Background: an optimization exercise with open tools, aiming at small area, a short achievable clock period and few clock cycles per item. Do not read the settings as production practice. Only simulation tests tie the RTL to the original design; equivalence was not proved.

==> flow/design.v, too long to show whole: its modules and the start of the top module <==
// module RcAdd: 19 lines
// module RcInc: 18 lines
// module FpRounder: 45 lines
// module FpClassifier: 65 lines
// module FpSignUnit: 19 lines
// module FpComparator: 159 lines
// module MulArray24: 33 lines
// module FpMul: 102 lines
// module FpAdd: 145 lines
// module FpMulAdd: 54 lines
// module DivStep: 20 lines
// module FpDivUnit: 157 lines
// module FpSqrtUnit: 143 lines
// module FpUnit: 184 lines
// module Fp32Unit: 41 lines
module Fp32Unit (
    output logic [31:0] intResult,
    output logic [31:0] fpResult,
    output logic writeFlags,
    output logic [4:0] writeFlagsValue,
    output logic done,
    input logic enable,
    input logic flush,
    input logic [2:0] unit,
    input logic [3:0] command,
    input logic [2:0] roundingMode,
    input logic [31:0] intSrc1,
    input logic [31:0] intSrc2,
    input logic [31:0] fpSrc1,
    input logic [31:0] fpSrc2,
    input logic [31:0] fpSrc3,
    input logic clk,
    input logic rst
);
  // ...
==> flow/run.sh <==
#!/bin/bash
# synth_recipe.tcl (not shown) runs the flow's synth.tcl, then flattens the netlist and writes it again
# the make line also repeats each setting of config.mk as NAME=value (left out here)
make -C /OpenROAD-flow-scripts/flow DESIGN_CONFIG=/design/flow/config.mk WORK_HOME=/design/flow/orfs CLKGATE_MAP_FILE= SYNTH_SCRIPT=/design/flow/synth_recipe.tcl finish
==> flow/config.mk <==
export PLATFORM = sky130hd
export DESIGN_NAME = Fp32Unit
export DESIGN_NICKNAME = Fp32Unit
export VERILOG_FILES = /design/flow/design.v
export SDC_FILE = /design/flow/constraint.sdc
export NUM_CORES = 4
export LEC_CHECK = 0
export ABC_CLOCK_PERIOD_IN_PS = 80000
export CAP_MARGIN = 20
export CORE_MARGIN = 2
export CORE_UTILIZATION = 40
export SETUP_SLACK_MARGIN = 5
export SLEW_MARGIN = 20
==> flow/constraint.sdc <==
create_clock -name core_clock -period 240.0 [get_ports {clk}]
set_input_delay 48.0000 -clock core_clock [delete_from_list [all_inputs] [get_ports {clk}]]
set_output_delay 48.0000 -clock core_clock [all_outputs]
set_load 0.01 [all_outputs]
==> impl_metrics.env, run 1 <==
export IMPL_outcome="no timing/DRC/antenna violations"
export IMPL_yosysTopAreaCell="fa_1"
export IMPL_ios=245
export IMPL_grt_pass1_wl_um=246000
export IMPL_cpPeakStageDelay_ns=0.74
export IMPL_syn_cell_area_mm2=0.0480
export IMPL_synth_ff_latch_count=247
export IMPL_bufAreaShareNonClock_pct=5.77
export IMPL_hold_path_class="register to register"
export IMPL_required_ns=192.00
export IMPL_drive_gt1_share_pct=8.57
export IMPL_drv_cap=0
export IMPL_synthMuxAreaShare_pct=11.0
export IMPL_synth_compound_area_share_pct=10.7
export IMPL_crit_type="input port to output port"
export IMPL_cts_sinks=247
export IMPL_end_kind="output port"
export IMPL_via_count=38917
export IMPL_clock_area_share_pct=2.32
export IMPL_synth_area_per_cell_um2=9.15
export IMPL_taps=1612
export IMPL_n_all_inverters=545
export IMPL_timing_rr_end="body.fpSqrtUnit.regRemainder[2]"
export IMPL_largestRegisters="body.fpMulAdd.regSrc1: 32 flops, body.fpMulAdd.regSrc2: 32 flops"
export IMPL_relSlewSlack_pct=9.37
export IMPL_cp_common_cell="o21ai_0"
export IMPL_die_area_mm2=0.123
export IMPL_signal_buffers=342
export IMPL_synth_top_area_share_pct=37.8
Testbench counts, summed over its fixed seeds: cycles 23,936, ops 12,000.
==> module FpAdd, before the edit <==
module FpAdd (
    output logic [31:0] result,
    output RvTypes::fflags_t flags,
    input logic [2:0] roundingMode,
    input logic [31:0] src1,
    input logic [31:0] src2
);
    logic sign1, sign2;
    logic [7:0] exponent1, exponent2;
    logic [22:0] fraction1, fraction2;
    logic is_zero1, is_zero2, is_inf1, is_inf2, is_nan1, is_nan2;
    always_comb begin
        sign1 = src1[31];
        sign2 = src2[31];
        exponent1 = src1[30:23];
        exponent2 = src2[30:23];
        fraction1 = src1[22:0];
        fraction2 = src2[22:0];
        is_zero1 = exponent1 == '0;
        is_zero2 = exponent2 == '0;
        is_nan1 = exponent1 == '1 && fraction1 != '0;
        is_nan2 = exponent2 == '1 && fraction2 != '0;
        is_inf1 = exponent1 == '1 && fraction1 == '0;
        is_inf2 = exponent2 == '1 && fraction2 == '0;
    end
    logic ge;
    logic [30:0] unusedDiff;
    RcAdd #(.W(31)) magnitudeCompare (
        .s(unusedDiff),
        .co(ge),
        .a(src1[30:0]),
        .b(~src2[30:0]),
        .ci(1'b1));
    logic sign_large, sign_small;
    logic [7:0] exponent_large, exponent_small;
    logic [22:0] fraction_large, fraction_small;
    always_comb begin
        sign_large = ge ? sign1 : sign2;
        sign_small = ge ? sign2 : sign1;
        exponent_large = ge ? exponent1 : exponent2;
        exponent_small = ge ? exponent2 : exponent1;
        fraction_large = ge ? fraction1 : fraction2;
        fraction_small = ge ? fraction2 : fraction1;
    end
    logic [7:0] shamt;
    logic unusedCarry1;
    RcAdd #(.W(8)) shamtSub (
        .s(shamt),
        .co(unusedCarry1),
        .a(exponent_large),
        .b(~exponent_small),
        .ci(1'b1));
    logic [23:0] mantissa_small;
    logic [27:0] shifted_small;
    logic sticky_small;
    logic [28:0] window_large;
    logic [28:0] window_small;
    logic minus;
    always_comb begin
        mantissa_small = {1'b1, fraction_small};
        shifted_small = (|shamt[7:5]) ? 28'h0 : ({1'b0, mantissa_small, 3'b000} >> shamt[4:0]);
        sticky_small = 1'b0;
        for (int i = 0; i < 24; i++) begin
            sticky_small = sticky_small | (mantissa_small[i] && shamt >= i + 4 && shamt <= i + 25);
        end
        window_large = {2'b01, fraction_large, 4'b0000};
        window_small = {shifted_small, sticky_small};
        minus = sign_large != sign_small;
    end
    logic [28:0] sum;
    logic unusedCarry2;
    RcAdd #(.W(29)) fractionAdd (
        .s(sum),
        .co(unusedCarry2),
        .a(window_large),
        .b(window_small ^ {29{minus}}),
        .ci(minus));
    logic [28:0] v1, v2, v3, v4, normalized;
    logic [4:0] lzc;
    logic isZeroSum;
    always_comb begin
        lzc[4] = ~|sum[28:13];
        v1 = lzc[4] ? {sum[12:0], 16'h0} : sum;
        lzc[3] = ~|v1[28:21];
        v2 = lzc[3] ? {v1[20:0], 8'h0} : v1;
        lzc[2] = ~|v2[28:25];
        v3 = lzc[2] ? {v2[24:0], 4'h0} : v2;
        lzc[1] = ~|v3[28:27];
        v4 = lzc[1] ? {v3[26:0], 2'h0} : v3;
        lzc[0] = ~v4[28];
        normalized = lzc[0] ? {v4[27:0], 1'b0} : v4;
        isZeroSum = ~normalized[28];
    end
    logic [7:0] exponentPlusOne, exponentNormalized;
    logic unusedCarry3, unusedCarry4;
    RcInc #(.W(8)) exponentInc (
        .s(exponentPlusOne),
        .co(unusedCarry3),
        .a(exponent_large),
        .ci(1'b1));
    RcAdd #(.W(8)) exponentSub (
        .s(exponentNormalized),
        .co(unusedCarry4),
        .a(exponentPlusOne),
        .b(~{3'b000, isZeroSum ? 5'h0 : lzc}),
        .ci(1'b1));
    logic inexact;
    logic [7:0] exponentRounded;
    logic [22:0] fractionRounded;
    FpRounder #(
        .EXPONENT_WIDTH(8),
        .FRACTION_WIDTH(23)
    ) rounder (
        .inexact(inexact),
        .roundedExponent(exponentRounded),
        .roundedFraction(fractionRounded),
        .roundingMode(roundingMode),
        .sign(sign_large),
        .exponent(exponentNormalized),
        .fraction(normalized[27:5]),
        .g(normalized[4]),
        .r(normalized[3]),
        .s(|normalized[2:0]));
    logic isNan;
    always_comb begin
        isNan = is_nan1 || is_nan2 || (is_inf1 && is_inf2 && sign1 != sign2);
        if (isNan) begin
            result = 32'h7fc00000;
        end
        else if (is_inf1 || is_inf2) begin
            result = {sign_large, 8'hff, 23'h0};
        end
        else if (is_zero1 && is_zero2) begin
            result = '0;
        end
        else begin
            result = {sign_large, exponentRounded, fractionRounded};
        end
        flags.NV = isNan;
        flags.DZ = 1'b0;
        flags.OF = !isNan && exponentRounded == 8'hff;
        flags.UF = !isNan && exponentRounded == 8'h00;
        flags.NX = !isNan && inexact;
    end
endmodule
==> run 2: changes to the inputs <==
--- a/flow/design.v
+++ b/flow/design.v
@@ -897,12 +897,24 @@
     logic [28:0] window_large;
     logic [28:0] window_small;
     logic minus;
+    logic [27:0] alignStage [0:5];
+    logic [4:0] shiftedOut;
+    logic stickyAllOut;
     always_comb begin
         mantissa_small = {1'b1, fraction_small};
-        shifted_small = (|shamt[7:5]) ? 28'h0 : ({1'b0, mantissa_small, 3'b000} >> shamt[4:0]);
-        sticky_small = 1'b0;
-        for (int i = 0; i < 24; i++) begin
-            sticky_small = sticky_small | (mantissa_small[i] && shamt >= i + 4 && shamt <= i + 25);
+        alignStage[0] = {1'b0, mantissa_small, 3'b000};
+        for (int k = 0; k < 5; k++) begin
+            shiftedOut[k] = shamt[k] && (|(alignStage[k] & ((28'h1 << (1 << k)) - 28'h1)));
+            alignStage[k+1] = shamt[k] ? (alignStage[k] >> (1 << k)) : alignStage[k];
+        end
+        stickyAllOut = |shiftedOut;
+        if (shamt[7:5] == 3'b000) begin
+            shifted_small = alignStage[5];
+            sticky_small = stickyAllOut && !(shamt[4:0] == 5'd26 && fraction_small[22:1] == '0);
+        end
+        else begin
+            shifted_small = 28'h0;
+            sticky_small = shamt[7:5] == 3'b001 && shamt[4:0] <= 5'd16;
         end
         window_large = {2'b01, fraction_large, 4'b0000};
         window_small = {shifted_small, sticky_small};
==> run 2 against run 1 <==
Still clean on timing, DRC and antenna. Count of clock-buffer cells in the layout rose by 10. Routed wire length up 1.5%. First-iteration DRC count up 6.0%. Die area decreased by 0.52%. Critical path depth is 2 higher. Worst hold slack improved by 0.013 ns. Core utilization increased by 0.10 points. Largest cell class unchanged.
==> impl_metrics.env, run 2 <==
export IMPL_outcome="no timing/DRC/antenna violations"
export IMPL_fin_skew_ns=0.0304
export IMPL_synth_edff_count=0
export IMPL_grt_busiest_layer="met2"
export IMPL_cts_hold_buf=0
export IMPL_min_from="body.fpDivUnit.regQuotient[12]"
export IMPL_r2r_start="body.fpSqrtUnit.regRoot[0]"
export IMPL_grt_antenna_before_repair=9
export IMPL_rr_worst_depth=231
export IMPL_final_area_mm2=0.0529
export IMPL_cp_common_cell="o21ai_0"
export IMPL_clk_pin_slew_worst_paths_ns=0.06
export IMPL_drv_cap=0
export IMPL_clock_latency_ns=0.59
export IMPL_final_cell_mix="907 x fa_1, 777 x nor2_1, 531 x inv_1, 377 x mux2i_1, 354 x nand2_1"
export IMPL_met2_usage_pct=41.8
export IMPL_synth_area_per_cell_um2=9.21
export IMPL_synth_fp_nets=6529
export IMPL_synth_area_leaders="fa_1 38%, dfxtp_1 10%, mux2i_1 7.9%, ha_1 6.9%, nor2_1 6.1%"
export IMPL_placed_area_mm2=0.0518
export IMPL_gp_congestion=1.02
export IMPL_max_freq_mhz=9.79
export IMPL_overflow=0
export IMPL_cts_buffers=35
export IMPL_seq_area_frac_synth_pct=10.3
export IMPL_grt_pass1_wl_um=246000
export IMPL_finalSetupTns_ns=0
export IMPL_synth_top_area_share_pct=38.0
export IMPL_cts_tree="built"
export IMPL_root_buffer="clkbuf_16"
export IMPL_viasPerCell=5.67
export IMPL_hold_end="body.fpDivUnit.regQuotient[20]"
export IMPL_finalCriticalPeriod_ns=102.12
export IMPL_antenna_left=0
export IMPL_drive_gt1_share_pct=7.94
export IMPL_via_count=38624
export IMPL_required_ns=192.00
export IMPL_cp_slowest_cell="clkdlybuf4s50_1"
export IMPL_firstDrtPassIters=9
export IMPL_ys_warnings_count=39
export IMPL_portBuffers=211
export IMPL_largestRegisters="body.fpMulAdd.regSrc1: 32 flops, body.fpMulAdd.regSrc2: 32 flops"
export IMPL_layout_commonest_cell="fa_1"
export IMPL_syn_cell_area_mm2=0.0478
export IMPL_end_kind="output port"
export IMPL_post_cts_setup_buffer_count=0
export IMPL_hold_path_depth=0
export IMPL_grt_pass1_vias=37931
export IMPL_cts_resized=0
export IMPL_dp_slack_ns=138.02
export IMPL_synth_cell_types=81
export IMPL_grt_met3_usage_pct=4.45
export IMPL_worst_slack_ns=137.88
export IMPL_initial_core_util_pct=40.4
export IMPL_reg2reg_slack_ns=153.36
export IMPL_cts_max_level=2
export IMPL_fin_crit_sh_pct=42.6
export IMPL_met1_usage_pct=39.1
export IMPL_ios=245
export IMPL_post_drt_wl_per_cell_um=23.9
export IMPL_die_area_mm2=0.122
export IMPL_remaining_drc_errors=0
export IMPL_critPathMaxFanout=37
export IMPL_cts_sinks=247
export IMPL_timing_rr_end="body.fpSqrtUnit.regRemainder[2]"
export IMPL_die_width_um=350
export IMPL_setup_viol=0
export IMPL_grt_max_degree=82
export IMPL_synthCells=5186
export IMPL_crit_type="input port to output port"
export IMPL_finalNetCount=6596
export IMPL_yosysTopAreaCell="fa_1"
export IMPL_synthArstFlopShare_pct=0
export IMPL_synth_commonest_cells="907 x fa_1, 779 x nor2_1, 531 x inv_1, 379 x mux2i_1, 354 x nand2_1"
export IMPL_synth_ff_type="dfxtp_1"
export IMPL_relSlewSlack_pct=29.6
export IMPL_cts_buffer_depth=3
export IMPL_synth_ff_latch_count=247
export IMPL_hold_path_class="register to register"
export IMPL_critPathLaunchType="input port"
export IMPL_die_h_um=350
export IMPL_grt_usage_pct=26.9
export IMPL_row_count=126
export IMPL_yosysMostFrequentCell="fa_1"
export IMPL_drtIter0Drc=3815
export IMPL_final_max_slew_viol_count=0
export IMPL_synthToLayoutAreaGrowth_pct=10.7
export IMPL_cpPeakStageDelay_ns=0.57
export IMPL_drt_wl_total_um=163000
export IMPL_hold_violations=0
export IMPL_coreArea_mm2=0.118
export IMPL_arrival_ns=54.12
export IMPL_dp_hpwl_um=132000
export IMPL_tightest_slew_ns=1.05
export IMPL_rsz0062_at_grt="no"
[run 2: cell types whose count changed in the layout (fill, tap and decap cells not counted), sizes merged, moves of 9 or more]
cell	before	now
mux2i	339	379
o21ai	233	202
a21oi	267	241
nor3	58	39
inv	551	535
and2	76	65
nor2	768	779
clkbuf	41	51
nand2b	22	32
a211oi	31	22
and3	4	13
mux2	164	155
xor2	21	30
[run 2: worst max path at each step]
stage                     startpoint           end
after floorplan            fpSrc2[1]  fpResult[10]
after global placement     fpSrc2[1]  fpResult[15]
after detailed placement   fpSrc2[1]  fpResult[15]
after CTS                  fpSrc2[1]  fpResult[15]
after global routing       fpSrc2[1]  fpResult[16]
final                      fpSrc2[1]  fpResult[16]
[run 2: critical path, delay by kind of cell]
kind | cells | cell delay (ns)
compound gates | 12 | 2.14
buf+inv | 6 | 1.99
mux | 3 | 0.93
simple gates | 6 | 0.57
fa+ha+maj | 1 | 0.30
xor+xnor | 1 | 0.15
[run 2: per-stage QoR]
stage / instances / util, % / hold slack, ns
after global placement: 6752 / 43.8 / 0.354
after global routing: 6812 / 44.7 / 0.376
final: 6815 / 44.7 / 0.367
after CTS: 6812 / 44.7 / 0.365
after floorplan: 5186 / - / 0.342
after detailed placement: 6752 / 43.8 / 0.364
[run 2: final cells by class]
cell class	count	area, µm²
diodes	3	7.51
multi-input cells	4091	39800
clock inverters	9	56.3
inverters	536	2010
well taps	1536	1920
fillers	11573	65300
clock buffers	51	1030
repair buffers	342	3080
flip-flops and latches	247	4940
[run 2: cell families (layout without fill, tap and decap cells)]
| family | count (synthesis) | in the layout | synth area share (%) |
|---|---|---|---|
| other cells | 1 | 4 | 0.00785 |
| xor+xnor | 139 | 139 | 2.71 |
| mux | 534 | 534 | 11.6 |
| buf+inv | 848 | 938 | 6.76 |
| fa+ha+maj | 1198 | 1198 | 45.5 |
| compound gates | 727 | 727 | 9.57 |
| flops | 247 | 247 | 10.3 |
| simple gates | 1492 | 1492 | 13.5 |
[run 2: metal layers]
layer  vias to the layer above  wire (µm)
li1                      17228          -
met1                     19774      72900
met2                      1399      72400
met3                       217      13400
met4                         6       4200
met5                         -         40
Testbench counts of run 2, summed over its fixed seeds: cycles 23,936, ops 12,000.
==> module RcAdd, before the edit <==
module RcAdd #(
    parameter W = 8
)(
    output logic [W-1:0] s,
    output logic co,
    input logic [W-1:0] a,
    input logic [W-1:0] b,
    input logic ci
);
    logic [W:0] c;
    always_comb begin
        c[0] = ci;
        for (int i = 0; i < W; i++) begin
            s[i] = a[i] ^ b[i] ^ c[i];
            c[i+1] = (a[i] & b[i]) | (a[i] & c[i]) | (b[i] & c[i]);
        end
        co = c[W];
    end
endmodule
==> module FpMulAdd, before the edit <==
module FpMulAdd #(
    parameter EXPONENT_WIDTH = 8,
    parameter FRACTION_WIDTH = 23,
    parameter WIDTH = 1 + EXPONENT_WIDTH + FRACTION_WIDTH
)(
    output logic [WIDTH-1:0] fpResult,
    output RvTypes::fflags_t flags,
    input logic [2:0] roundingMode,
    input OpTypes::FpMulAddCommand command,
    input logic [WIDTH-1:0] fpSrc1,
    input logic [WIDTH-1:0] fpSrc2,
    input logic [WIDTH-1:0] fpSrc3,
    input logic clk,
    input logic rst
);
    logic [31:0] resultMul;
    RvTypes::fflags_t flagsMul;
    FpMul fpMul (
        .result(resultMul),
        .flags(flagsMul),
        .roundingMode(roundingMode),
        .src1(fpSrc1),
        .src2(fpSrc2));
    logic isMul, useSrc3, minus1, minus2;
    always_comb begin
        isMul    = (command == FpMulAddCommand_FMUL);
        useSrc3  = (command == FpMulAddCommand_FMADD || command == FpMulAddCommand_FMSUB || command == FpMulAddCommand_FNMADD || command == FpMulAddCommand_FNMSUB);
        minus1   = (command == FpMulAddCommand_FNMADD || command == FpMulAddCommand_FNMSUB);
        minus2   = (command == FpMulAddCommand_FSUB || command == FpMulAddCommand_FMSUB || command == FpMulAddCommand_FNMADD);
    end
    logic [31:0] regSrc1, regSrc2;
    RvTypes::fflags_t regFlagsMul;
    logic regIsMul;
    logic [2:0] regRoundingMode;
    always_ff @(posedge clk) begin
        regSrc1 <= (useSrc3 || isMul) ? {resultMul[31] ^ minus1, resultMul[30:0]} : fpSrc1;
        regSrc2 <= useSrc3 ? {fpSrc3[31] ^ minus2, fpSrc3[30:0]} : {fpSrc2[31] ^ minus2, fpSrc2[30:0]};
        regFlagsMul <= flagsMul;
        regIsMul <= isMul;
        regRoundingMode <= roundingMode;
    end
    logic [31:0] resultAdd;
    RvTypes::fflags_t flagsAdd;
    FpAdd fpAdd (
        .result(resultAdd),
        .flags(flagsAdd),
        .roundingMode(regRoundingMode),
        .src1(regSrc1),
        .src2(regSrc2));
    always_comb begin
        fpResult = regIsMul ? regSrc1 : resultAdd;
        flags    = regIsMul ? regFlagsMul : flagsAdd;
    end
endmodule
==> module FpUnit, before the edit <==
module FpUnit #(
    parameter EXPONENT_WIDTH = 8,
    parameter FRACTION_WIDTH = 23,
    parameter FP_WIDTH = 1 + EXPONENT_WIDTH + FRACTION_WIDTH
)(
    output Rv32Types::word_t intResult,
    output logic [FP_WIDTH-1:0] fpResult,
    output logic writeFlags,
    output RvTypes::fflags_t writeFlagsValue,
    output logic done,
    input logic enable,
    input logic flush,
    input OpTypes::FpSubUnitType unit,
    input OpTypes::FpCommandUnion command,
    input logic [2:0] roundingMode,
    input Rv32Types::word_t intSrc1,
    input Rv32Types::word_t intSrc2,
    input logic [FP_WIDTH-1:0] fpSrc1,
    input logic [FP_WIDTH-1:0] fpSrc2,
    input logic [FP_WIDTH-1:0] fpSrc3,
    input logic clk,
    input logic rst
);
    localparam DIV_STEPS = 8;
    localparam DIV_LAST_STEPS = 2;
    localparam DIV_LAST_PHASE = 1 + (26 - DIV_LAST_STEPS) / DIV_STEPS;
    localparam SQRT_STEPS = 8;
    localparam SQRT_LAST_STEPS = 2;
    localparam SQRT_LAST_PHASE = 1 + (26 - SQRT_LAST_STEPS) / SQRT_STEPS;
    logic [2:0] phase;
    logic first;
    always_comb begin
        first = phase == '0;
    end
    BasicTypes::uint32_t fpResultClass;
    FpClassifier #(
        .EXPONENT_WIDTH(EXPONENT_WIDTH),
        .FRACTION_WIDTH(FRACTION_WIDTH)
    ) fpClassifier(
        .intResult(fpResultClass),
        .fpSrc(fpSrc1),
        .clk(clk),
        .rst(rst));
    logic [FP_WIDTH-1:0] fpResultSign;
    FpSignUnit #(
        .WIDTH(FP_WIDTH)
    ) fpSignUnit (
        .fpResult(fpResultSign),
        .command(command.sign),
        .fpSrc1(fpSrc1),
        .fpSrc2(fpSrc2),
        .clk(clk),
        .rst(rst));
    BasicTypes::uint32_t intResultCmp;
    logic [FP_WIDTH-1:0] fpResultCmp;
    RvTypes::fflags_t flagsCmp;
    FpComparator #(
        .EXPONENT_WIDTH(EXPONENT_WIDTH),
        .FRACTION_WIDTH(FRACTION_WIDTH)
    ) fpComparator (
        .intResult(intResultCmp),
        .fpResult(fpResultCmp),
        .flags(flagsCmp),
        .command(command.cmp),
        .fpSrc1(fpSrc1),
        .fpSrc2(fpSrc2),
        .clk(clk),
        .rst(rst));
    logic [FP_WIDTH-1:0] fpResultMulAdd;
    RvTypes::fflags_t flagsMulAdd;
    FpMulAdd #(
        .EXPONENT_WIDTH(EXPONENT_WIDTH),
        .FRACTION_WIDTH(FRACTION_WIDTH)
    ) fpMulAdd (
        .fpResult(fpResultMulAdd),
        .flags(flagsMulAdd),
        .command(command.mulAdd),
        .roundingMode(roundingMode),
        .fpSrc1(fpSrc1),
        .fpSrc2(fpSrc2),
        .fpSrc3(fpSrc3),
        .clk(clk),
        .rst(rst));
    logic [FP_WIDTH-1:0] fpResultDiv;
    RvTypes::fflags_t flagsDiv;
    FpDivUnit #(
        .EXPONENT_WIDTH(EXPONENT_WIDTH),
        .FRACTION_WIDTH(FRACTION_WIDTH),
        .STEPS(DIV_STEPS),
        .LAST_STEPS(DIV_LAST_STEPS)
    ) fpDivUnit (
        .fpResult(fpResultDiv),
        .flags(flagsDiv),
        .first(first),
        .roundingMode(roundingMode),
        .fpSrc1(fpSrc1),
        .fpSrc2(fpSrc2),
        .clk(clk),
        .rst(rst));
    logic [FP_WIDTH-1:0] fpResultSqrt;
    RvTypes::fflags_t flagsSqrt;
    FpSqrtUnit #(
        .EXPONENT_WIDTH(EXPONENT_WIDTH),
        .FRACTION_WIDTH(FRACTION_WIDTH),
        .STEPS(SQRT_STEPS),
        .LAST_STEPS(SQRT_LAST_STEPS)
    ) fpSqrtUnit (
        .fpResult(fpResultSqrt),
        .flags(flagsSqrt),
        .first(first),
        .roundingMode(roundingMode),
        .fpSrc(fpSrc1),
        .clk(clk),
        .rst(rst));
    always_comb begin
        unique case (unit)
        FpSubUnitType_Move: begin
            intResult = fpSrc1[31:0];  
            fpResult = '0;
            fpResult[31:0] = intSrc1;  
            done = '1;
            writeFlags = '0;
            writeFlagsValue = '0;
        end
        FpSubUnitType_Classifier: begin
            intResult = fpResultClass;
            fpResult = '0;
            done = '1;
            writeFlags = '0;
            writeFlagsValue = '0;
        end
        FpSubUnitType_Sign: begin
            intResult = '0;
            fpResult = fpResultSign;
            done = '1;
            writeFlags = '0;
            writeFlagsValue = '0;
        end
        FpSubUnitType_Comparator: begin
            intResult = intResultCmp;
            fpResult = fpResultCmp;
            done = '1;
            writeFlags = '1;
            writeFlagsValue = flagsCmp;
        end
        FpSubUnitType_MulAdd: begin
            intResult = '0;
            fpResult = fpResultMulAdd;
            done = phase == 3'd1;
            writeFlags = '1;
            writeFlagsValue = flagsMulAdd;
        end
        FpSubUnitType_Div: begin
            intResult = '0;
            fpResult = fpResultDiv;
            done = phase == 3'(DIV_LAST_PHASE);
            writeFlags = '1;
            writeFlagsValue = flagsDiv;
        end
        FpSubUnitType_Sqrt: begin
            intResult = '0;
            fpResult = fpResultSqrt;
            done = phase == 3'(SQRT_LAST_PHASE);
            writeFlags = '1;
            writeFlagsValue = flagsSqrt;
        end
        default: begin
            intResult = '0;
            fpResult = '0;
            done = '0;
            writeFlags = '0;
            writeFlagsValue = '0;
        end
        endcase
    end
    always_ff @(posedge clk) begin
        if (rst || !enable || flush || done) begin
            phase <= '0;
        end
        else begin
            phase <= phase + 3'd1;
        end
    end
endmodule
==> run 3: changes to the inputs <==
--- a/flow/design.v
+++ b/flow/design.v
@@ -372,15 +372,18 @@
     input logic [W-1:0] b,
     input logic ci
 );
-    logic [W:0] c;
-    always_comb begin
-        c[0] = ci;
-        for (int i = 0; i < W; i++) begin
-            s[i] = a[i] ^ b[i] ^ c[i];
-            c[i+1] = (a[i] & b[i]) | (a[i] & c[i]) | (b[i] & c[i]);
+    localparam N = (W + 1) / 2;
+    logic [N:0] c;
+    assign c[0] = ci;
+    for (genvar k = 0; k < N; k++) begin : chunk
+        if (2 * k + 1 < W) begin : two
+            assign {c[k+1], s[2*k+1:2*k]} = {1'b0, a[2*k+1:2*k]} + {1'b0, b[2*k+1:2*k]} + {2'b00, c[k]};
+        end
+        else begin : one
+            assign {c[k+1], s[2*k]} = {1'b0, a[2*k]} + {1'b0, b[2*k]} + {1'b0, c[k]};
         end
-        co = c[W];
     end
+    assign co = c[N];
 endmodule
 module RcInc #(
     parameter W = 8
@@ -1008,6 +1011,9 @@
     input logic [WIDTH-1:0] fpSrc1,
     input logic [WIDTH-1:0] fpSrc2,
     input logic [WIDTH-1:0] fpSrc3,
+    input logic active,
+    output logic [31:0] heldSrc1,
+    output logic [31:0] heldSrc2,
     input logic clk,
     input logic rst
 );
@@ -1021,8 +1027,8 @@
         .src2(fpSrc2));
     logic isMul, useSrc3, minus1, minus2;
     always_comb begin
-        isMul    = (command == FpMulAddCommand_FMUL);
-        useSrc3  = (command == FpMulAddCommand_FMADD || command == FpMulAddCommand_FMSUB || command == FpMulAddCommand_FNMADD || command == FpMulAddCommand_FNMSUB);
+        isMul    = active && (command == FpMulAddCommand_FMUL);
+        useSrc3  = active && (command == FpMulAddCommand_FMADD || command == FpMulAddCommand_FMSUB || command == FpMulAddCommand_FNMADD || command == FpMulAddCommand_FNMSUB);
         minus1   = (command == FpMulAddCommand_FNMADD || command == FpMulAddCommand_FNMSUB);
         minus2   = (command == FpMulAddCommand_FSUB || command == FpMulAddCommand_FMSUB || command == FpMulAddCommand_FNMADD);
     end
@@ -1046,6 +1052,8 @@
         .src1(regSrc1),
         .src2(regSrc2));
     always_comb begin
+        heldSrc1 = regSrc1;
+        heldSrc2 = regSrc2;
         fpResult = regIsMul ? regSrc1 : resultAdd;
         flags    = regIsMul ? regFlagsMul : flagsAdd;
     end
@@ -1053,54 +1061,39 @@
 import BasicTypes::*;
 import RvTypes::*;
 import Rv32Types::*;
-module DivStep (
-    output logic [23:0] remainderNext,
-    output logic quotientBit,
-    input logic [23:0] remainder,
-    input logic dividendBit,
-    input logic [23:0] divisor
-);
-    logic [24:0] diff;
-    logic noBorrow;
-    RcAdd #(.W(25)) sub (
-        .s(diff),
-        .co(noBorrow),
-        .a({remainder, dividendBit}),
-        .b({1'b1, ~divisor}),
-        .ci(1'b1));
-    always_comb begin
-        quotientBit = noBorrow;
-        remainderNext = noBorrow ? diff[23:0] : {remainder[22:0], dividendBit};
-    end
-endmodule
-module FpDivUnit #(
-    parameter EXPONENT_WIDTH = 8,
-    parameter FRACTION_WIDTH = 23,
-    parameter WIDTH = 1 + EXPONENT_WIDTH + FRACTION_WIDTH,
+module FpDivSqrtUnit #(
     parameter STEPS = 8,
     parameter LAST_STEPS = 2
 )(
-    output logic [WIDTH-1:0] fpResult,
-    output RvTypes::fflags_t flags,
-    input logic first,
+    output logic [31:0] fpResultDiv,
+    output RvTypes::fflags_t flagsDiv,
+    output logic [31:0] fpResultSqrt,
+    output RvTypes::fflags_t flagsSqrt,
+    input logic [2:0] phase,
+    input logic isDiv,
     input logic [2:0] roundingMode,
-    input logic [WIDTH-1:0] fpSrc1,
-    input logic [WIDTH-1:0] fpSrc2,
+    input logic [31:0] fpSrc1,
+    input logic [31:0] fpSrc2,
+    input logic [31:0] heldSrc1,
+    input logic [31:0] heldSrc2,
     input logic clk,
     input logic rst
 );
+    localparam ITERATIONS = (26 - LAST_STEPS) / STEPS;
     typedef enum logic [1:0]
     {
-        ResultType_Quotient = 2'h0,
-        ResultType_Zero     = 2'h1,
-        ResultType_Inf      = 2'h2,
-        ResultType_Nan      = 2'h3
+        ResultType_Value = 2'h0,
+        ResultType_Zero  = 2'h1,
+        ResultType_Inf   = 2'h2,
+        ResultType_Nan   = 2'h3
     } ResultType;
+    logic first;
     logic sign1, sign2;
     logic [7:0] exponent1, exponent2;
     logic [22:0] fraction1, fraction2;
     logic is_zero1, is_zero2, is_inf1, is_inf2, is_nan1, is_nan2;
     always_comb begin
+        first = phase == '0;
         sign1 = fpSrc1[31];
         sign2 = fpSrc2[31];
         exponent1 = fpSrc1[30:23];
@@ -1114,64 +1107,110 @@
         is_inf1 = exponent1 == '1 && fraction1 == '0;
         is_inf2 = exponent2 == '1 && fraction2 == '0;
     end
-    ResultType result_type;
+    ResultType divType, sqrtType;
     always_comb begin
         if (is_nan1 || is_nan2 || (is_zero1 && is_zero2) || (is_inf1 && is_inf2)) begin
-            result_type = ResultType_Nan;
+            divType = ResultType_Nan;
         end
         else if (is_inf1 || is_zero2) begin
-            result_type = ResultType_Inf;
+            divType = ResultType_Inf;
         end
         else if (is_zero1 || is_inf2) begin
-            result_type = ResultType_Zero;
+            divType = ResultType_Zero;
+        end
+        else begin
+            divType = ResultType_Value;
+        end
+        if (is_nan1 || sign1) begin
+            sqrtType = ResultType_Nan;
+        end
+        else if (is_inf1) begin
+            sqrtType = ResultType_Inf;
+        end
+        else if (is_zero1) begin
+            sqrtType = ResultType_Zero;
         end
         else begin
-            result_type = ResultType_Quotient;
+            sqrtType = ResultType_Value;
         end
     end
-    logic [9:0] exponentSum;
+    logic [9:0] exponentDifference;
     logic unusedCarry1;
     RcAdd #(.W(10)) exponentSub (
-        .s(exponentSum),
+        .s(exponentDifference),
         .co(unusedCarry1),
         .a({2'b00, exponent1}),
         .b(~{2'b00, exponent2}),
         .ci(1'b1));
-    ResultType regType;
+    logic [8:0] exponentUnbiased;
+    logic [7:0] exponentSqrt;
+    always_comb begin
+        exponentUnbiased = {1'b0, exponent1} - 9'd127;
+        exponentSqrt = exponentUnbiased[8:1] + 8'd127;
+    end
+    ResultType regDivType, regSqrtType;
     logic regSign;
-    logic [9:0] regExponent;
+    logic [9:0] regDivExponent;
+    logic [7:0] regSqrtExponent;
     logic [2:0] regRoundingMode;
-    logic [23:0] regDivisor;
-    logic [23:0] regRemainder;
+    logic [25:0] regRemainder;
     logic [25:0] regQuotient;
     logic regDividendBit;
-    logic [23:0] stepRemainder [0:STEPS];
+    logic regIsDiv;
+    logic [23:0] divisor;
+    logic [25:0] radicandTop;
+    always_comb begin
+        divisor = {1'b1, heldSrc2[22:0]};
+        if (!heldSrc1[23]) begin
+            radicandTop = {1'b1, heldSrc1[22:0], 2'b00};
+        end
+        else begin
+            radicandTop = {2'b01, heldSrc1[22:0], 1'b0};
+        end
+    end
+    logic [25:0] stepRemainder [0:STEPS];
     logic [25:0] stepQuotient [0:STEPS];
     always_comb begin
         stepRemainder[0] = regRemainder;
         stepQuotient[0] = regQuotient;
     end
     for (genvar i = 0; i < STEPS; i++) begin : step
-        logic quotientBit;
-        DivStep divStep (
+        logic [1:0] radicandBits;
+        always_comb begin
+            radicandBits = 2'b00;
+            for (int p = 1; p <= ITERATIONS; p++) begin
+                if ((p - 1) * STEPS + i <= 12 && phase == 3'(p)) begin
+                    radicandBits = radicandTop[25 - 2 * ((p - 1) * STEPS + i) -: 2];
+                end
+            end
+        end
+        DivSqrtStep step (
             .remainderNext(stepRemainder[i+1]),
-            .quotientBit(quotientBit),
+            .rootNext(stepQuotient[i+1]),
+            .isDiv(regIsDiv),
             .remainder(stepRemainder[i]),
+            .root(stepQuotient[i]),
             .dividendBit((i == 0) ? regDividendBit : 1'b0),
-            .divisor(regDivisor));
-        always_comb begin
-            stepQuotient[i+1] = {stepQuotient[i][24:0], quotientBit};
-        end
+            .radicandBits(radicandBits),
+            .divisor(divisor));
     end
     always_ff @(posedge clk) begin
-        regType <= result_type;
+        regDivType <= divType;
+        regSqrtType <= sqrtType;
         regSign <= sign1 ^ sign2;
-        regExponent <= exponentSum + 10'd127;
+        regDivExponent <= exponentDifference + 10'd127;
+        regSqrtExponent <= exponentSqrt;
         regRoundingMode <= roundingMode;
-        regDivisor <= {1'b1, fraction2};
-        regDividendBit <= first ? fraction1[0] : 1'b0;
-        regRemainder <= first ? {2'b01, fraction1[22:1]} : stepRemainder[STEPS];
-        regQuotient <= stepQuotient[STEPS];
+        regDividendBit <= first && fraction1[0];
+        regIsDiv <= isDiv;
+        if (first) begin
+            regRemainder <= isDiv ? {3'b001, fraction1[22:1]} : '0;
+            regQuotient <= '0;
+        end
+        else begin
+            regRemainder <= stepRemainder[STEPS];
+            regQuotient <= stepQuotient[STEPS];
+        end
     end
     logic [25:0] quotient;
     logic sticky;
@@ -1182,9 +1221,9 @@
     always_comb begin
         quotient = stepQuotient[LAST_STEPS];
         sticky = |stepRemainder[LAST_STEPS];
-        exponentMinusOne = regExponent - 10'd1;
+        exponentMinusOne = regDivExponent - 10'd1;
         if (quotient[25]) begin
-            exponentNormalized = regExponent;
+            exponentNormalized = regDivExponent;
             fraction = quotient[24:2];
             g = quotient[1];
             r = quotient[0];
@@ -1198,16 +1237,16 @@
             s = sticky;
         end
     end
-    logic inexact;
-    logic [9:0] exponentRounded;
-    logic [22:0] fractionRounded;
+    logic divInexact;
+    logic [9:0] divExponentRounded;
+    logic [22:0] divFractionRounded;
     FpRounder #(
         .EXPONENT_WIDTH(10),
         .FRACTION_WIDTH(23)
-    ) rounder (
-        .inexact(inexact),
-        .roundedExponent(exponentRounded),
-        .roundedFraction(fractionRounded),
+    ) divRounder (
+        .inexact(divInexact),
+        .roundedExponent(divExponentRounded),
+        .roundedFraction(divFractionRounded),
         .roundingMode(regRoundingMode),
         .sign(regSign),
         .exponent(exponentNormalized),
@@ -1216,164 +1255,91 @@
         .r(r),
         .s(s));
     always_comb begin
-        unique case (regType)
-        ResultType_Quotient: fpResult = {regSign, exponentRounded[7:0], fractionRounded};
-        ResultType_Zero:     fpResult = {regSign, 31'h0};
-        ResultType_Inf:      fpResult = {regSign, 8'hff, 23'h0};
-        ResultType_Nan:      fpResult = 32'h7fc00000;
-        default:             fpResult = '0;
+        unique case (regDivType)
+        ResultType_Value: fpResultDiv = {regSign, divExponentRounded[7:0], divFractionRounded};
+        ResultType_Zero:  fpResultDiv = {regSign, 31'h0};
+        ResultType_Inf:   fpResultDiv = {regSign, 8'hff, 23'h0};
+        ResultType_Nan:   fpResultDiv = 32'h7fc00000;
+        default:          fpResultDiv = '0;
         endcase
-        flags.NV = regType == ResultType_Nan;
-        flags.DZ = 1'b0;
-        flags.OF = !exponentRounded[9] && (exponentRounded[8] || exponentRounded[7:0] == 8'hff);
-        flags.UF = exponentRounded[9] || exponentRounded == '0;
-        flags.NX = inexact;
-    end
-endmodule
-import BasicTypes::*;
-import RvTypes::*;
-import Rv32Types::*;
-module FpSqrtUnit #(
-    parameter EXPONENT_WIDTH = 8,
-    parameter FRACTION_WIDTH = 23,
-    parameter WIDTH = 1 + EXPONENT_WIDTH + FRACTION_WIDTH,
-    parameter STEPS = 8,
-    parameter LAST_STEPS = 2
-)(
-    output logic [WIDTH-1:0] fpResult,
-    output RvTypes::fflags_t flags,
-    input logic first,
-    input logic [2:0] roundingMode,
-    input logic [WIDTH-1:0] fpSrc,
-    input logic clk,
-    input logic rst
-);
-    typedef enum logic [1:0]
-    {
-        ResultType_Sqrt = 2'h0,
-        ResultType_Zero = 2'h1,
-        ResultType_Inf  = 2'h2,
-        ResultType_Nan  = 2'h3
-    } ResultType;
-    logic sign;
-    logic [7:0] exponent;
-    logic [22:0] fraction;
-    logic is_zero, is_inf, is_nan;
-    always_comb begin
-        sign = fpSrc[31];
-        exponent = fpSrc[30:23];
-        fraction = fpSrc[22:0];
-        is_zero = exponent == '0;
-        is_nan = exponent == '1 && fraction != '0;
-        is_inf = exponent == '1 && fraction == '0;
-    end
-    ResultType result_type;
-    always_comb begin
-        if (is_nan || sign) begin
-            result_type = ResultType_Nan;
-        end
-        else if (is_inf) begin
-            result_type = ResultType_Inf;
-        end
-        else if (is_zero) begin
-            result_type = ResultType_Zero;
-        end
-        else begin
-            result_type = ResultType_Sqrt;
-        end
-    end
-    logic [8:0] exponentUnbiased;
-    logic [7:0] exponentSqrt;
-    logic [25:0] radicandTop;
-    always_comb begin
-        exponentUnbiased = {1'b0, exponent} - 9'd127;
-        exponentSqrt = exponentUnbiased[8:1] + 8'd127;
-        if (exponentUnbiased[0]) begin
-            radicandTop = {1'b1, fraction, 2'b00};
-        end
-        else begin
-            radicandTop = {2'b01, fraction, 1'b0};
-        end
-    end
-    ResultType regType;
-    logic [7:0] regExponent;
-    logic [2:0] regRoundingMode;
-    logic [25:0] regRadicand;
-    logic [25:0] regRoot;
-    logic [25:0] regRemainder;
-    logic [25:0] stepRoot [0:STEPS];
-    logic [25:0] stepRemainder [0:STEPS];
-    always_comb begin
-        stepRoot[0] = regRoot;
-        stepRemainder[0] = regRemainder;
-    end
-    for (genvar i = 0; i < STEPS; i++) begin : step
-        logic [27:0] subSrc1;
-        logic [27:0] subResult;
-        logic unusedCarry;
-        always_comb begin
-            subSrc1 = {stepRemainder[i], (2 * i + 1 <= 25) ? regRadicand[25 - 2 * i -: 2] : 2'b00};
-        end
-        RcAdd #(.W(28)) sub (
-            .s(subResult),
-            .co(unusedCarry),
-            .a(subSrc1),
-            .b(~{stepRoot[i], 2'b01}),
-            .ci(1'b1));
-        always_comb begin
-            stepRoot[i+1] = {stepRoot[i][24:0], ~subResult[27]};
-            stepRemainder[i+1] = subResult[27] ? subSrc1[25:0] : subResult[25:0];
-        end
-    end
-    always_ff @(posedge clk) begin
-        regType <= result_type;
-        regExponent <= exponentSqrt;
-        regRoundingMode <= roundingMode;
-        if (first) begin
-            regRadicand <= radicandTop;
-            regRoot <= '0;
-            regRemainder <= '0;
-        end
-        else begin
-            regRadicand <= regRadicand << (2 * STEPS);
-            regRoot <= stepRoot[STEPS];
-            regRemainder <= stepRemainder[STEPS];
-        end
+        flagsDiv.NV = regDivType == ResultType_Nan;
+        flagsDiv.DZ = 1'b0;
+        flagsDiv.OF = !divExponentRounded[9] && (divExponentRounded[8] || divExponentRounded[7:0] == 8'hff);
+        flagsDiv.UF = divExponentRounded[9] || divExponentRounded == '0;
+        flagsDiv.NX = divInexact;
     end
     logic [25:0] root;
-    logic inexact;
-    logic [7:0] exponentRounded;
-    logic [22:0] fractionRounded;
+    logic sqrtInexact;
+    logic [7:0] sqrtExponentRounded;
+    logic [22:0] sqrtFractionRounded;
     always_comb begin
-        root = stepRoot[LAST_STEPS];
+        root = stepQuotient[LAST_STEPS];
     end
     FpRounder #(
         .EXPONENT_WIDTH(8),
         .FRACTION_WIDTH(23)
-    ) rounder (
-        .inexact(inexact),
-        .roundedExponent(exponentRounded),
-        .roundedFraction(fractionRounded),
+    ) sqrtRounder (
+        .inexact(sqrtInexact),
+        .roundedExponent(sqrtExponentRounded),
+        .roundedFraction(sqrtFractionRounded),
         .roundingMode(regRoundingMode),
         .sign(1'b0),
-        .exponent(regExponent),
+        .exponent(regSqrtExponent),
         .fraction(root[24:2]),
         .g(root[1]),
         .r(root[0]),
         .s(|stepRemainder[LAST_STEPS]));
     always_comb begin
-        unique case (regType)
-        ResultType_Sqrt: fpResult = {1'b0, exponentRounded, fractionRounded};
-        ResultType_Zero: fpResult = '0;
-        ResultType_Inf:  fpResult = {1'b0, 8'hff, 23'h0};
-        ResultType_Nan:  fpResult = 32'h7fc00000;
-        default:         fpResult = '0;
+        unique case (regSqrtType)
+        ResultType_Value: fpResultSqrt = {1'b0, sqrtExponentRounded, sqrtFractionRounded};
+        ResultType_Zero:  fpResultSqrt = '0;
+        ResultType_Inf:   fpResultSqrt = {1'b0, 8'hff, 23'h0};
+        ResultType_Nan:   fpResultSqrt = 32'h7fc00000;
+        default:          fpResultSqrt = '0;
         endcase
-        flags.NV = regType == ResultType_Nan;
-        flags.DZ = 1'b0;
-        flags.OF = 1'b0;
-        flags.UF = 1'b0;
-        flags.NX = regType == ResultType_Sqrt && inexact;
+        flagsSqrt.NV = regSqrtType == ResultType_Nan;
+        flagsSqrt.DZ = 1'b0;
+        flagsSqrt.OF = 1'b0;
+        flagsSqrt.UF = 1'b0;
+        flagsSqrt.NX = regSqrtType == ResultType_Value && sqrtInexact;
+    end
+endmodule
+import BasicTypes::*;
+import RvTypes::*;
+import Rv32Types::*;
+module DivSqrtStep (
+    output logic [25:0] remainderNext,
+    output logic [25:0] rootNext,
+    input logic isDiv,
+    input logic [25:0] remainder,
+    input logic [25:0] root,
+    input logic dividendBit,
+    input logic [1:0] radicandBits,
+    input logic [23:0] divisor
+);
+    logic [27:0] subSrc1;
+    logic [27:0] subSrc2;
+    logic [27:0] subResult;
+    logic unusedCarry;
+    always_comb begin
+        if (isDiv) begin
+            subSrc1 = {3'b000, remainder[23:0], dividendBit};
+            subSrc2 = {4'b0000, divisor};
+        end
+        else begin
+            subSrc1 = {remainder, radicandBits};
+            subSrc2 = {root, 2'b01};
+        end
+    end
+    RcAdd #(.W(28)) sub (
+        .s(subResult),
+        .co(unusedCarry),
+        .a(subSrc1),
+        .b(~subSrc2),
+        .ci(1'b1));
+    always_comb begin
+        rootNext = {root[24:0], ~subResult[27]};
+        remainderNext = subResult[27] ? subSrc1[25:0] : subResult[25:0];
     end
 endmodule
 import BasicTypes::*;
@@ -1406,8 +1372,8 @@
     localparam DIV_STEPS = 8;
     localparam DIV_LAST_STEPS = 2;
     localparam DIV_LAST_PHASE = 1 + (26 - DIV_LAST_STEPS) / DIV_STEPS;
-    localparam SQRT_STEPS = 8;
-    localparam SQRT_LAST_STEPS = 2;
+    localparam SQRT_STEPS = DIV_STEPS;
+    localparam SQRT_LAST_STEPS = DIV_LAST_STEPS;
     localparam SQRT_LAST_PHASE = 1 + (26 - SQRT_LAST_STEPS) / SQRT_STEPS;
     logic [2:0] phase;
     logic first;
@@ -1449,6 +1415,7 @@
         .clk(clk),
         .rst(rst));
     logic [FP_WIDTH-1:0] fpResultMulAdd;
+    logic [31:0] heldSrc1, heldSrc2;
     RvTypes::fflags_t flagsMulAdd;
     FpMulAdd #(
         .EXPONENT_WIDTH(EXPONENT_WIDTH),
@@ -1461,37 +1428,30 @@
         .fpSrc1(fpSrc1),
         .fpSrc2(fpSrc2),
         .fpSrc3(fpSrc3),
+        .active(unit == FpSubUnitType_MulAdd),
+        .heldSrc1(heldSrc1),
+        .heldSrc2(heldSrc2),
         .clk(clk),
         .rst(rst));
     logic [FP_WIDTH-1:0] fpResultDiv;
     RvTypes::fflags_t flagsDiv;
-    FpDivUnit #(
-        .EXPONENT_WIDTH(EXPONENT_WIDTH),
-        .FRACTION_WIDTH(FRACTION_WIDTH),
+    logic [FP_WIDTH-1:0] fpResultSqrt;
+    RvTypes::fflags_t flagsSqrt;
+    FpDivSqrtUnit #(
         .STEPS(DIV_STEPS),
         .LAST_STEPS(DIV_LAST_STEPS)
-    ) fpDivUnit (
-        .fpResult(fpResultDiv),
-        .flags(flagsDiv),
-        .first(first),
+    ) fpDivSqrtUnit (
+        .fpResultDiv(fpResultDiv),
+        .flagsDiv(flagsDiv),
+        .fpResultSqrt(fpResultSqrt),
+        .flagsSqrt(flagsSqrt),
+        .phase(phase),
+        .isDiv(unit == FpSubUnitType_Div),
         .roundingMode(roundingMode),
         .fpSrc1(fpSrc1),
         .fpSrc2(fpSrc2),
-        .clk(clk),
-        .rst(rst));
-    logic [FP_WIDTH-1:0] fpResultSqrt;
-    RvTypes::fflags_t flagsSqrt;
-    FpSqrtUnit #(
-        .EXPONENT_WIDTH(EXPONENT_WIDTH),
-        .FRACTION_WIDTH(FRACTION_WIDTH),
-        .STEPS(SQRT_STEPS),
-        .LAST_STEPS(SQRT_LAST_STEPS)
-    ) fpSqrtUnit (
-        .fpResult(fpResultSqrt),
-        .flags(flagsSqrt),
-        .first(first),
-        .roundingMode(roundingMode),
-        .fpSrc(fpSrc1),
+        .heldSrc1(heldSrc1),
+        .heldSrc2(heldSrc2),
         .clk(clk),
         .rst(rst));
     always_comb begin
==> run 3 against run 2 <==
First-iteration DRC count grew 3.3%. Still clean. Clock skew fell by 0.019 ns. Critical path type unchanged. Global-route usage up 1.5 points. Highest routed layer unchanged. Routed wire length decreased by 1.2%. Sequential share of layout area shrank 3.1 points. Worst hold slack better by 0.11 ns. Critical endpoint is now fpResult[0]. Synthesized cell count down 3.6%.
==> impl_metrics.env, run 3 <==
export IMPL_post_cts_setup_buffer_count=0
export IMPL_synth_top_area_share_pct=34.8
export IMPL_synth_area_per_cell_um2=8.84
export IMPL_initial_core_util_pct=40.5
export IMPL_critPathMaxFanout=36
export IMPL_cts_buffers=17
export IMPL_end_kind="output port"
export IMPL_synthToLayoutAreaGrowth_pct=10.3
export IMPL_hold_path_class="register to register"
export IMPL_clock_latency_ns=0.48
export IMPL_fin_crit_sh_pct=43.0
export IMPL_root_buffer="clkbuf_16"
export IMPL_rsz0062_at_grt="no"
export IMPL_regArea_mm2=0.00305
export IMPL_finalNetCount=6279
export IMPL_hold_violations=0
export IMPL_synth_cell_types=98
export IMPL_synth_area_leaders="fa_1 35%, mux2i_1 9.0%, ha_1 8.0%, nor2_1 7.3%, dfxtp_1 6.9%"
export IMPL_max_freq_mhz=9.69
export IMPL_finalSetupTns_ns=0
export IMPL_outcome="no timing/DRC/antenna violations"
export IMPL_cts_resized=0
export IMPL_final_max_slew_viol_count=0
export IMPL_layout_commonest_cell="nor2_1"
export IMPL_die_width_um=336
export IMPL_yosysTopAreaCell="fa_1"
export IMPL_synth_edff_count=0
export IMPL_dp_hpwl_um=130000
export IMPL_dp_slack_ns=137.02
export IMPL_hold_ws_ns=0.475
export IMPL_clk_pin_slew_worst_paths_ns=0.07
export IMPL_drive_gt1_share_pct=9.04
export IMPL_synth_commonest_cells="865 x nor2_1, 768 x fa_1, 420 x inv_1, 397 x mux2i_1, 324 x nand2_1"
export IMPL_drv_cap=0
export IMPL_arrival_ns=55.22
export IMPL_drt_wl_total_um=161000
export IMPL_remaining_drc_errors=0
export IMPL_synth_ff_type="dfxtp_1"
export IMPL_grt_pass1_vias=38081
export IMPL_synthCells=5001
export IMPL_largestRegisters="body.fpMulAdd.regSrc1: 32 flops, body.fpMulAdd.regSrc2: 32 flops"
export IMPL_die_h_um=336
export IMPL_grt_max_degree=85
export IMPL_seq_area_frac_synth_pct=6.88
export IMPL_cts_sinks=152
export IMPL_ys_warnings_count=60
export IMPL_crit_type="input port to output port"
export IMPL_overflow=0
export IMPL_ios=245
export IMPL_firstDrtPassIters=9
export IMPL_cts_max_level=4
export IMPL_cts_buffer_depth=2
export IMPL_relSlewSlack_pct=24.6
export IMPL_post_drt_wl_per_cell_um=24.6
export IMPL_worst_slack_ns=136.78
export IMPL_cts_tree="built"
export IMPL_via_count=38531
export IMPL_viasPerCell=5.88
export IMPL_placed_cells=6513
export IMPL_required_ns=192.00
export IMPL_synth_fp_nets=6224
export IMPL_drtIter0Drc=3940
export IMPL_antenna_left=0
export IMPL_syn_cell_area_mm2=0.0442
export IMPL_cts_hold_buf=0
export IMPL_grt_usage_pct=28.4
export IMPL_finalCriticalPeriod_ns=103.22
export IMPL_die_area_mm2=0.113
export IMPL_row_count=121
export IMPL_crit_start="fpSrc2[1]"
export IMPL_fillers=11024
export IMPL_r2r_start="body.fpDivSqrtUnit.regIsDiv"
export IMPL_yosysMostFrequentCell="nor2_1"
export IMPL_synthArstFlopShare_pct=0
export IMPL_portBuffers=211
export IMPL_grt_pass1_wl_um=243000
export IMPL_multi_input_area_mm2=0.0384
export IMPL_fin_skew_ns=0.0116
export IMPL_synth_ff_latch_count=152
export IMPL_min_from="body.phase[0]"
export IMPL_grt_antenna_before_repair=19
export IMPL_setup_viol=0
export IMPL_critPathLaunchType="input port"
export IMPL_coreArea_mm2=0.109
export IMPL_final_cells=6550
export IMPL_final_cell_mix="864 x nor2_1, 768 x fa_1, 420 x inv_1, 396 x mux2i_1, 322 x nand2_1"
export IMPL_gp_congestion=1.02
export IMPL_tightest_slew_ns=1.13
==> run 3: cell count changes after synthesis, moves of 30 or more <==
cell and change:
a21oi_1 -99, xnor2_1 -49, and2_1 +36, dfxtp_1 -95, fa_1 -139, nor2_1 +86
nand2_1 -30, mux4_2 +30, inv_1 -111
==> run 3: worst max-delay path: stages <==
cell and delay, ns:
clkdlybuf4s50_1 0.40, buf_4 0.20, inv_1 0.65, ha_1 0.39
a21o_1 0.17, a21oi_1 0.13, o21ai_0 0.09, a21oi_1 0.14
o21ai_0 0.14, a221o_1 0.40, a221o_1 0.33, a21o_1 0.18
a21oi_1 0.20, mux2_2 0.37, a211oi_1 0.54, xnor2_1 0.12
o21ai_0 0.22, o31ai_1 0.14, mux2i_4 0.17, buf_4 0.56
o31ai_1 0.19, a211oi_1 0.51, o21ai_0 0.36, clkdlybuf4s50_1 0.59
==> run 3: final timing paths <==
check                                        to  slack, ns  cells past startpoint
max                                 fpResult[0]     136.78                     24
min reg2reg                       body.phase[0]       0.47                      1
max reg2reg  body.fpDivSqrtUnit.regRemainder[7]     148.66                    265
min                               body.phase[0]       0.47                      1
==> run 3: metal layers <==
metal,up-vias,GRT usage [%],part of all wire [%]
met3,280,4.57,9.0
met1,19647,40.7,43
met5,-,0,0.035
li1,16958,-,-
met4,8,8.30,3.1
met2,1638,44.3,44
==> run 3: cell type report <==
type	instances	share of cell area, %
clock inverter	12	0.236
timing repair buffer	368	6.74
antenna	5	0.0257
sequential	152	6.25
inverter	421	3.25
multi-input combinational	4096	78.8
tap	1476	3.79
clock buffer	20	0.960
==> run 3: cells by family (layout without fill, tap and decap cells) <==
logic type | Yosys count | count (layout) | synth area share (%)
fa+ha+maj | 1049 | 1049 | 42.7
compound gates | 713 | 713 | 10.6
buf+inv | 753 | 821 | 6.52
mux | 590 | 590 | 14.7
other cells | 1 | 6 | 0.00848
simple gates | 1661 | 1661 | 16.8
xor+xnor | 82 | 82 | 1.79
flops | 152 | 152 | 6.88
==> run 3: through the flow <==
step                      utilization (%)  instance area (µm²)
after global routing                 44.6                48800
after CTS                            44.6                48800
final                                44.6                48800
after floorplan                         -                44200
after detailed placement             44.1                48200
after global placement               44.1                48200
Testbench counts of run 3, summed over its fixed seeds: cycles 23,936, ops 12,000.
==> run 4: changes to the inputs <==
==> flow/flow/run.sh (new file) <==
#!/bin/bash
# The standard layout, with timing repair aimed at a setup slack of 138 ns
# instead of 5 ns: the clock period and constraints stay the design's, but
# repair then also works on the paths from inputs to outputs, which set the
# period the layout achieves.
set -euo pipefail
bash standard.sh SETUP_SLACK_MARGIN=138 finish > standard_flow.log 2>&1
==> flow/standard.sh (new file) <==
#!/bin/bash
# synth_recipe.tcl (not shown) runs the flow's synth.tcl, then flattens the netlist and writes it again
# the make line also repeats each setting of config.mk as NAME=value (left out here)
make -C /OpenROAD-flow-scripts/flow DESIGN_CONFIG=/design/flow/config.mk WORK_HOME=/design/flow/orfs CLKGATE_MAP_FILE= SYNTH_SCRIPT=/design/flow/synth_recipe.tcl "${@:-finish}"
--- a/flow/config.mk
+++ b/flow/config.mk
@@ -9,5 +9,4 @@
 export CAP_MARGIN = 20
 export CORE_MARGIN = 2
 export CORE_UTILIZATION = 40
-export SETUP_SLACK_MARGIN = 5
 export SLEW_MARGIN = 20
removed: flow/run.sh
==> run 4 against run 3 <==
Global-route usage about the same. Worst setup slack improved by 1.3 ns. Cell count about the same. Count of clock-buffer cells in the layout unchanged. Critical path type unchanged. Critical path depth decreased by 1. Worst hold slack got worse by 0.0032 ns.
==> impl_metrics.env, run 4 <==
export IMPL_grt_antenna_before_repair=18
export IMPL_r2r_start="body.fpDivSqrtUnit.regIsDiv"
export IMPL_synth_commonest_cells="865 x nor2_1, 768 x fa_1, 420 x inv_1, 397 x mux2i_1, 324 x nand2_1"
export IMPL_layout_commonest_cell="nor2_1"
export IMPL_row_count=121
export IMPL_finalNetCount=6283
export IMPL_dp_hpwl_um=130000
export IMPL_grt_pass1_vias=38083
export IMPL_synthCells=5001
export IMPL_drtIter0Drc=4022
export IMPL_drv_cap=0
export IMPL_synth_compound_area_share_pct=10.6
export IMPL_post_drt_wl_per_cell_um=24.7
export IMPL_cp_slowest_cell="clkdlybuf4s50_1"
export IMPL_synth_fp_nets=6224
export IMPL_grt_usage_pct=28.5
export IMPL_antenna_left=0
export IMPL_cp_endpoint="fpResult[5]"
export IMPL_arrival_ns=53.91
export IMPL_firstDrtPassIters=9
export IMPL_hold_violations=0
export IMPL_rr_worst_depth=265
export IMPL_critical_path_cell_chain="clkdlybuf4s50_1 -> buf_4 -> inv_1 -> buf_4 -> ha_1 -> a21o_1 -> a21o_1 -> a21oi_1 -> o21ai_0 -> a221o_1 -> a221o_1 -> a21o_1 -> a21oi_1 -> mux2_2 -> a211oi_4 -> xnor2_1 -> o21ai_0 -> o31ai_1 -> mux2i_4 -> buf_12 -> mux2i_2 -> o221ai_1 -> clkdlybuf4s50_1"
export IMPL_end_kind="output port"
export IMPL_final_cell_mix="864 x nor2_1, 768 x fa_1, 419 x inv_1, 391 x mux2i_1, 322 x nand2_1"
export IMPL_drt_wl_total_um=162000
export IMPL_cp_common_cell="a21o_1"
export IMPL_yosysTopAreaCell="fa_1"
export IMPL_synth_top_family_by_area="adder cells"
export IMPL_die_width_um=336
export IMPL_crit_type="input port to output port"
export IMPL_critPathMaxFanout=21
export IMPL_cts_buffer_depth=2
export IMPL_ios=245
export IMPL_seq_area_frac_synth_pct=6.88
export IMPL_finalSetupTns_ns=0
export IMPL_coreArea_mm2=0.109
export IMPL_synthArstFlopShare_pct=0
export IMPL_synth_area_leaders="fa_1 35%, mux2i_1 9.0%, ha_1 8.0%, nor2_1 7.3%, dfxtp_1 6.9%"
export IMPL_cpPeakStageDelay_ns=0.59
export IMPL_fin_skew_ns=0.00980
export IMPL_cts_max_level=4
export IMPL_hold_path_class="register to register"
export IMPL_relSlewSlack_pct=22.2
export IMPL_synth_area_per_cell_um2=8.84
export IMPL_timing_rr_end="body.fpDivSqrtUnit.regRemainder[7]"
export IMPL_crit_family="compound AO/OA/AOI/OAI gates"
export IMPL_finalCriticalPeriod_ns=101.91
export IMPL_regArea_mm2=0.00305
export IMPL_max_freq_mhz=9.81
export IMPL_cts_hold_buf=0
export IMPL_cts_sinks=152
export IMPL_path_depth=23
export IMPL_viasPerCell=5.89
export IMPL_clock_latency_ns=0.47
export IMPL_reg2reg_slack_ns=148.66
export IMPL_via_count=38600
export IMPL_clk_pin_slew_worst_paths_ns=0.06
export IMPL_required_ns=192.00
export IMPL_synth_ff_type="dfxtp_1"
export IMPL_grt_pass1_wl_um=243000
export IMPL_largestRegisters="body.fpMulAdd.regSrc1: 32 flops, body.fpMulAdd.regSrc2: 32 flops"
export IMPL_synth_top_area_share_pct=34.8
export IMPL_overflow=0
export IMPL_grt_max_degree=85
export IMPL_setup_viol=0
export IMPL_tightest_slew_ns=1.16
export IMPL_synthToLayoutAreaGrowth_pct=10.6
export IMPL_synth_cell_types=98
export IMPL_final_max_slew_viol_count=0
export IMPL_rsz0062_at_grt="yes"
export IMPL_remaining_drc_errors=0
export IMPL_multi_input_area_mm2=0.0385
export IMPL_critPathLaunchType="input port"
export IMPL_synth_fa_ha_area_share_pct=42.7
export IMPL_synth_simple_area_share_pct=16.8
export IMPL_root_buffer="clkbuf_16"
export IMPL_drive_gt1_share_pct=9.36
export IMPL_initial_core_util_pct=40.5
export IMPL_die_area_mm2=0.113
export IMPL_synth_edff_count=0
export IMPL_cts_buffers=17
export IMPL_ys_warnings_count=60
export IMPL_outcome="no timing/DRC/antenna violations"
export IMPL_fin_crit_sh_pct=42.5
export IMPL_synthMuxAreaShare_pct=14.7
export IMPL_syn_cell_area_mm2=0.0442
export IMPL_critPathBufInv=6
export IMPL_fillers=11012
export IMPL_cts_tree="built"
export IMPL_gp_congestion=1.02
export IMPL_synth_ff_latch_count=152
export IMPL_portBuffers=211
export IMPL_yosysMostFrequentCell="nor2_1"
export IMPL_synthXorXnorAreaFrac_pct=1.79
export IMPL_crit_start="fpSrc2[8]"
export IMPL_die_h_um=336
==> run 4: how the worst min path moves through the flow <==
| stage | slack (ns) | from | endpoint | cells past startpoint |
|---|---|---|---|---|
| floorplan | 0.43 | body.phase[0] | body.phase[0] | 1 |
| global placement | 0.45 | body.phase[0] | body.phase[0] | 1 |
| detailed placement | 0.46 | body.phase[0] | body.phase[0] | 1 |
| CTS | 0.47 | body.phase[0] | body.phase[0] | 1 |
| global route | 0.49 | body.phase[0] | body.phase[0] | 1 |
| finish | 0.47 | body.phase[0] | body.phase[0] | 1 |
==> run 4: timing repair <==
item                                    CTS  global route
endpoints found under the setup margin   32            21
gates cloned                              1             1
gates resized for setup                  12            18
buffers inserted                          1             1
==> run 4: final cells by class <==
class / count / area share (%)
tap: 1476 / 3.78
timing repair buffer: 371 / 6.88
timing repair inverter: 1 / 0.0102
sequential: 152 / 6.23
inverter: 421 / 3.24
antenna: 3 / 0.0153
multi-input combinational: 4096 / 78.7
clock buffer: 20 / 0.957
clock inverter: 12 / 0.235
==> run 4: metrics by stage <==
| stage | cell area (µm²) | hold slack (ns) | cells | utilization [%] | setup WS [ns] |
|---|---|---|---|---|---|
| finish | 48900 | 0.472 | 6552 | 44.8 | 138.09 |
| CTS | 48800 | 0.473 | 6547 | 44.7 | 137.97 |
| floorplan | 44200 | 0.433 | 5001 | - | 139.53 |
| global route | 48900 | 0.494 | 6549 | 44.7 | 137.92 |
| global placement | 48200 | 0.450 | 6513 | 44.1 | 137.10 |
| detailed placement | 48200 | 0.459 | 6513 | 44.1 | 137.02 |
==> run 4: metal layers <==
metal  share of wire [%]  GRT usage (%)  wire length, µm  vias up
li1                    -              -                -    16975
met1                  43           40.9            70200    19679
met2                  45           44.4            72000     1668
met3                 9.0           4.37            14600      270
met4                 2.9           8.12             4700        8
met5               0.027              0               43        -
==> run 4: cell families after synthesis <==
logic type               count (synthesis)
other                                    1
flip-flops                             152
XOR/XNOR                                82
AND/OR/NAND/NOR                       1661
AO/OA/AOI/OAI                          713
buffers and inverters                  753
multiplexers                           590
adder cells (fa/ha/maj)               1049

==> port drivers added, routing unchanged <==
In the flow no input, the clock included, has a driving cell. The finished layouts below were timed again as built, in two steps.
Step 1 assumes that a clkbuf_16 drives the clock port and a buf_2 every other input.
Step 2 adds t to the input delays and takes it off the output delays; t is the mean of the earliest and latest rising clock arrival at the registers after step 1. Input paths then give back, and output paths get back, about the clock's delay inside the block.
a / b / c = no drivers / after step 1 / after step 2; a / b = the first two.
run | t (ns) | slack for setup (ns) | worst hold slack (ns) | latest minus earliest clock arrival (ns)
run 1 | 0.649 | 137.227 / 137.200 / 137.200 | 0.354 / 0.354 / 0.354 | 0.043 / 0.043
run 2 | 0.627 | 137.876 / 137.851 / 137.851 | 0.367 / 0.367 / 0.367 | 0.055 / 0.054
run 3 | 0.526 | 136.779 / 136.759 / 136.759 | 0.475 / 0.475 / 0.475 | 0.011 / 0.011
run 4 | 0.517 | 138.085 / 138.060 / 138.060 | 0.472 / 0.472 / 0.472 | 0.012 / 0.012
After both steps setup and hold are still met in every run listed. The setup slack of run 1, which loses most, moves by -0.027 ns with the drivers and by -0.027 ns with both steps.
